What follows belongs to an exercise in optimizing a design on an open flow for small area; a production flow would make more cautious choices. Where RTL was checked, it was by simulation tests only, not by an equivalence proof against the original.

==> trial 93: inputs <==
## decodeAndMap
module decodeAndMap(drawX, drawY, drawColour, WE, resetn, clock, shapeselect, inputColour, vs_n, rotateX, rotateY, rotateZ, invert, pitch, roll, yaw, doneShape);
Settings: LEC_CHECK=0, CAP_MARGIN=30, CORE_MARGIN=2, CORE_UTILIZATION=70, CTS_BUF_LIST=sky130_fd_sc_hd__clkbuf_16, CTS_CLUSTER_DIAMETER=100, CTS_CLUSTER_SIZE=31, SLEW_MARGIN=20; clock period 12.0 ns.
run.sh (not shown) runs the stock make flow with config.mk's settings and CLKGATE_MAP_FILE= SYNTH_SCRIPT=/design/flow/synth_recipe.tcl, a recipe that flattens the netlist after the stock synthesis.
==> build 92: changes against trial 93 <==
--- a/flow/design.v
+++ b/flow/design.v
@@ -28,33 +28,33 @@
     reg [1:0] shp;
     reg lvs_n;
     wire restart = ~resetn | (shapeselect != shp);
     reg [3:0] bi, wi;
     wire bend = (bi == 4'd15);
     wire wend = (wi == 4'd11);
     reg load;
     reg [191:0] rx, ry, rz;
-    reg [6:0] pq;
-    wire [2:0] pa = pq[6:4], pb = pq[3:1];
+    reg [7:0] pq;
+    wire [3:0] ea = {pq[5], pq[6], pq[0], pq[4]};
+    wire [3:0] eb = {pq[3], pq[7], pq[2], pq[1]};
     wire [2:0] vbit;
-    wire edge_ab, ey;
-    shapeTypeLUT lut(shp, wi, bi, pa, pb, pq[0], vbit, ey, edge_ab);
-    wire [3:0] ea = {pa, pq[0]};
-    wire [3:0] eb = {pb, ey};
+    wire edge_ab;
+    shapeTypeLUT lut(shp, wi, bi, ea, eb, vbit, edge_ab);
     wire [12:0] bi_inc = rca({8'd0, bi}, 12'd0, 1'b1);
     wire [12:0] wi_inc = rca({8'd0, wi}, 12'd0, 1'b1);
     wire [3:0] nw = wend ? 4'd0 : wi_inc[3:0];
-    wire [6:0] pc_inc = {pq[5:0], pq[6] ^ pq[5]};
-    wire pair_last = (pq == 7'h40);
+    wire [7:0] pc_inc = {pq[6:0], pq[7] ^ pq[5] ^ pq[4] ^ pq[1]};
+    wire pair_last = (pq == 8'h80);
     reg [2:0] rs;         
     reg win;              
     reg wen;              
-    wire sa, sb, coA, coB;
-    wire [1:0] cA, cB;
+    reg sa, sb;           
+    reg [1:0] cA, cB;     
+    reg coA, coB;         
     wire odd = rs[2] | (rs[1] & rs[0]);
     wire head = (wi[0] == odd);
     wire a0 = ry[0], a2 = ry[2], a6 = ry[6], a11 = ry[11];
     wire b0 = rz[0], b2 = rz[2], b6 = rz[6], b11 = rz[11];
     wire lt2 = ~bi[3] & ~bi[2] & ~bi[1];
     wire lt6 = ~bi[3] & ~(bi[2] & bi[1]);
     wire qA1 = head ? b0 : sb;
     wire qA4 = head ? (~lt2 & b2) : (lt2 ? b2 : sb);
@@ -86,36 +86,32 @@
     wire nbB = b11 ^ dB ^ oinB, coBn = (b11 & dB) | (b11 & oinB) | (dB & oinB);
     wire wact = win & (head ? (bi[3] & (bi[2] | (bi[1] & bi[0]))) : ~(bi[3] & (bi[2] | (bi[1] & bi[0]))));
     wire [2:0] rs_n = wend ? rs + 3'd1 : rs;
     wire odd_n = rs_n[2] | (rs_n[1] & rs_n[0]);
     wire next_head = (nw[0] == odd_n);
     wire [1:0] ax_n = (rs_n == 3'd0 || rs_n == 3'd3) ? 2'd0 : ((rs_n == 3'd1 || rs_n == 3'd4) ? 2'd1 : 2'd2);
     wire en_n = (ax_n == 2'd0) ? rotateX : ((ax_n == 2'd1) ? rotateY : rotateZ);
     reg [7:0] rp, rr, ry8;
-    wire cc;
+    reg cc;
     wire upd0 = (st == S_ROT) & (rs == 3'd0) & ~wi[3] & ~wi[2] & ~wi[1];
     wire updP = upd0 & ~wi[0] & ~bi[3];
     wire updR = upd0 & ~wi[0] & bi[3];
     wire updY = upd0 & wi[0] & ~bi[3];
     wire lsb = (bi[2:0] == 3'd0);
     wire cen = (updP & rotateX) | (updR & rotateY) | (updY & rotateZ);
     wire csrc = updP ? rp[0] : (updR ? rr[0] : ry8[0]);
     wire co = cen & invert;
     wire ci = cen & (lsb ? ~invert : cc);
     wire csum = csrc ^ co ^ ci;
-    wire ccn = (csrc & co) | (csrc & ci) | (co & ci);
     assign pitch = rp;
     assign roll = rr;
     assign yaw = ry8;
     reg [8:0] PX, PY, K, M, N;
     reg [9:0] H;
-    assign {cc, coB, coA, cB, cA} = H[6:0];
-    assign {sb, sa} = N[1:0];
-    wire rot = (st == S_ROT);
     reg ltx, lty, ge, bx, by, fb;
     wire tx = rx[0], ty = ry[0];
     wire [8:0] Ex = {rx[0], rx[1], rx[2], rx[3], rx[4], rx[5], rx[6], rx[7], rx[8]};
     wire [8:0] Ey = {ry[0], ry[1], ry[2], ry[3], ry[4], ry[5], ry[6], ry[7], ry[8]};
     wire wEx = Ex[8] | (Ex[7] & Ex[6] & (Ex[5] | Ex[4] | (Ex[3] & (Ex[2] | Ex[1]))));    
     wire wSx = PX[8] | (PX[7] & PX[6] & (PX[5] | PX[4] | (PX[3] & (PX[2] | PX[1]))));
     wire wEy = Ey[8] | (Ey[7] & Ey[6] & Ey[5] & Ey[4] & (Ey[3] | Ey[2] | Ey[1]));       
     wire wSy = PY[8] | (PY[7] & PY[6] & PY[5] & PY[4] & (PY[3] | PY[2] | PY[1]));
@@ -146,24 +142,30 @@
     wire cwin = bi[3] ? ~bi[2] : (bi[2] | (bi[1] & bi[0]));
     wire hit1 = cwin & (mA | mB);
     wire hit2 = cwin & (fb ? mA : mB);
     always @(posedge clock) begin
         lvs_n <= vs_n;
         rx <= {rx[190:12], wact ? nbA : rx[11], rx[10:1], load ? vbit[2] : rx[0], rx[191]};
         ry <= {ry[190:12], wact ? nbB : ry[11], ry[10:1], load ? vbit[1] : ry[0], ry[191]};
         rz <= {rz[190:12], wact ? rx[11] : rz[11], rz[10:1], load ? vbit[0] : rz[0], rz[191]};
-        H[9:7] <= (st == S_SWP) ? {hb, H[9:8]} : asum[9:7];
-        H[6:0] <= rot ? {ccn, coBn, coAn, cBn, cAn} : ((st == S_SWP) ? H[7:1] : asum[6:0]);
-        N[8:2] <= ((st == S_SWP) & ~swp9) ? {mjb, N[8:3]} : nds[8:2];
-        N[1:0] <= rot ? ((head & bend) ? {b0, a0} : {sb, sa}) :
-                  (((st == S_SWP) & ~swp9) ? N[2:1] : nds[1:0]);
+        if (head & bend) begin
+            sa <= a0;
+            sb <= b0;
+        end
+        H <= (st == S_SWP) ? {hb, H[9:1]} : asum[9:0];
+        N <= ((st == S_SWP) & ~swp9) ? {mjb, N[8:1]} : nds[8:0];
+        cA <= cAn;
+        cB <= cBn;
+        coA <= coAn;
+        coB <= coBn;
         rp <= {(updP ? csum : rp[0]) & ~load, rp[7:1]};
         rr <= {(updR ? csum : rr[0]) & ~load, rr[7:1]};
         ry8 <= {(updY ? csum : ry8[0]) & ~load, ry8[7:1]};
+        cc <= (csrc & co) | (csrc & ci) | (co & ci);
         bx <= 1'b0;
         by <= 1'b0;
         if (restart) begin
             st <= S_CLEAR;
             shp <= shapeselect;
             bi <= 4'd0;
             wi <= 4'd0;
             load <= 1'b1;
@@ -175,17 +177,17 @@
             if (bend) wi <= nw;
             if (load & bend & wend) load <= 1'b0;
             case (st)
                 S_CLEAR: begin
                     if (PX == 9'd159) begin
                         PX <= 9'd352;
                         if (PY == 9'd119) begin
                             st <= S_PAIR;
-                            pq <= 7'h01;
+                            pq <= 8'h01;
                         end else
                             PY <= pys[8:0];
                     end else
                         PX <= pxs[8:0];
                 end
                 S_PAIR: begin
                     if (edge_ab) begin
                         if (bi == 4'd2) st <= S_W1;
@@ -301,21 +303,19 @@
     assign WE = (st == S_CLEAR) | (drawing & (PX != 9'd352) & (PY != 9'd392));
     assign drawColour = drawing ? inputColour : 3'd0;
     assign doneShape = (st == S_DONE);
 endmodule
 module shapeTypeLUT (
     input wire [1:0] shapeselect,
     input wire [3:0] vi,       
     input wire [3:0] bi,       
-    input wire [2:0] pa,       
-    input wire [2:0] pb,       
-    input wire x,
+    input wire [3:0] ea,       
+    input wire [3:0] eb,
     output reg [2:0] vbit,     
-    output wire y,             
     output reg edge_ab         
 );
     always @(*) begin
         case ({shapeselect, vi, bi})
             10'd1: vbit = 3'd1;
             10'd5: vbit = 3'd1;
             10'd7: vbit = 3'd1;
             10'd8: vbit = 3'd1;
@@ -354,39 +354,39 @@
             10'd105: vbit = 3'd3;
             10'd106: vbit = 3'd1;
             10'd107: vbit = 3'd1;
             10'd108: vbit = 3'd1;
             10'd109: vbit = 3'd1;
             10'd110: vbit = 3'd1;
             10'd111: vbit = 3'd1;
             10'd265: vbit = 3'd1;
-            10'd297: vbit = 3'd1;
-            10'd298: vbit = 3'd1;
-            10'd299: vbit = 3'd1;
-            10'd300: vbit = 3'd1;
-            10'd301: vbit = 3'd1;
-            10'd302: vbit = 3'd1;
-            10'd303: vbit = 3'd1;
-            10'd329: vbit = 3'd2;
-            10'd361: vbit = 3'd2;
-            10'd362: vbit = 3'd2;
-            10'd363: vbit = 3'd2;
-            10'd364: vbit = 3'd2;
-            10'd365: vbit = 3'd2;
-            10'd366: vbit = 3'd2;
-            10'd367: vbit = 3'd2;
-            10'd393: vbit = 3'd4;
-            10'd425: vbit = 3'd4;
-            10'd426: vbit = 3'd4;
-            10'd427: vbit = 3'd4;
-            10'd428: vbit = 3'd4;
-            10'd429: vbit = 3'd4;
-            10'd430: vbit = 3'd4;
-            10'd431: vbit = 3'd4;
+            10'd281: vbit = 3'd1;
+            10'd282: vbit = 3'd1;
+            10'd283: vbit = 3'd1;
+            10'd284: vbit = 3'd1;
+            10'd285: vbit = 3'd1;
+            10'd286: vbit = 3'd1;
+            10'd287: vbit = 3'd1;
+            10'd297: vbit = 3'd2;
+            10'd313: vbit = 3'd2;
+            10'd314: vbit = 3'd2;
+            10'd315: vbit = 3'd2;
+            10'd316: vbit = 3'd2;
+            10'd317: vbit = 3'd2;
+            10'd318: vbit = 3'd2;
+            10'd319: vbit = 3'd2;
+            10'd329: vbit = 3'd4;
+            10'd345: vbit = 3'd4;
+            10'd346: vbit = 3'd4;
+            10'd347: vbit = 3'd4;
+            10'd348: vbit = 3'd4;
+            10'd349: vbit = 3'd4;
+            10'd350: vbit = 3'd4;
+            10'd351: vbit = 3'd4;
             10'd521: vbit = 3'd7;
             10'd522: vbit = 3'd7;
             10'd523: vbit = 3'd7;
             10'd524: vbit = 3'd7;
             10'd525: vbit = 3'd7;
             10'd526: vbit = 3'd7;
             10'd527: vbit = 3'd7;
             10'd553: vbit = 3'd7;
@@ -574,21 +574,22 @@
             10'd955: vbit = 3'd6;
             10'd956: vbit = 3'd6;
             10'd957: vbit = 3'd6;
             10'd958: vbit = 3'd6;
             10'd959: vbit = 3'd6;
             default: vbit = 3'd0;
         endcase
     end
+    wire [2:0] pa = ea[3:1], pb = eb[3:1];
+    wire par = ea[0] ^ eb[0];
     wire [2:0] d = pb - pa;
     wire plt = pa < pb;
     wire sgi = (pa != 3'd0) & ((d == 3'd2) | (d == 3'd3));
-    assign y = x ^ (shapeselect[1] & (shapeselect[0] ? sgi : (pa != 3'd0)));
     always @(*) begin
         case (shapeselect)
-            2'd0: edge_ab = plt & ~pb[2] & ~x;
-            2'd1: edge_ab = plt & (pb < 3'd6) & ~x & (pa[2:1] != pb[2:1]);
-            2'd2: edge_ab = plt & ~pb[2];
-            default: edge_ab = plt & (pb < 3'd6);
+            2'd0: edge_ab = plt & ~pb[2] & ~ea[0] & ~eb[0];
+            2'd1: edge_ab = plt & (pb < 3'd3);
+            2'd2: edge_ab = plt & ~eb[3] & (par == (pa != 3'd0));
+            default: edge_ab = plt & (pb < 3'd6) & (par == sgi);
         endcase
     end
 endmodule
CORE_UTILIZATION = 75   (was 70)
CTS_CLUSTER_SIZE = 30   (was 31)
==> results.sh <==
export IMPL_hpwl_mm=23.6
export IMPL_status="no timing/DRC/antenna violations"
export IMPL_clk_share=0.0349
export IMPL_synth_compound_area_frac=0.0775
export IMPL_synth_area_top_cells="dfxtp_1 67%, edfxtp_1 5.8%, fa_1 2.8%, ha_1 2.6%, a21oi_1 1.9%"
export IMPL_met1_length_mm=16.0
(the above is from build 92)
==> results.sh <==
export IMPL_status="no timing/DRC/antenna violations"
export IMPL_power_clock_mw=1.06
export IMPL_n_all_inverters=73
export IMPL_synth_area_top_cells="dfxtp_1 67%, edfxtp_1 5.7%, fa_1 2.9%, ha_1 2.6%, nor2_1 1.8%"
export IMPL_synth_compound_area_frac=0.0792
export IMPL_met1_length_mm=15.7
export IMPL_initial_core_util=0.717
export IMPL_n_tap_cell=372
(the above is from trial 93)
Function not checked in build 92: the RTL went through the layout flow alone.

-- separate check: timing with driven ports --
How much do the figures lean on ideal ports? The routed layouts below were timed once more, with nothing changed but the port constraints.
Step 1 (the two cells are an assumption about what drives the block):
set clk [get_ports {clock}]
set_driving_cell -lib_cell sky130_fd_sc_hd__clkbuf_16 $clk
set_driving_cell -lib_cell sky130_fd_sc_hd__buf_2 [delete_from_list [all_inputs] $clk]
Step 2 moves the port delays by t, midway between the first and last clock arrival at a register: inputs arrive t later, outputs are due t later. That takes back most of the time a late clock gives input paths.
Three values: ideal, step 1, step 2; two values: the first two.
| run | t (ns) | setup WS [ns] | latest minus earliest clock arrival (ns) |
|---|---|---|---|
| trial 93 | 0.641 | 6.098 / 6.067 / 6.067 | 0.028 / 0.027 |
| build 92 | 0.642 | 6.086 / 6.054 / 6.054 | 0.032 / 0.032 |
After both steps every run listed still meets setup and hold. The setup slack of build 92, which loses most, moves by -0.032 ns with the drivers and by -0.032 ns with both steps.
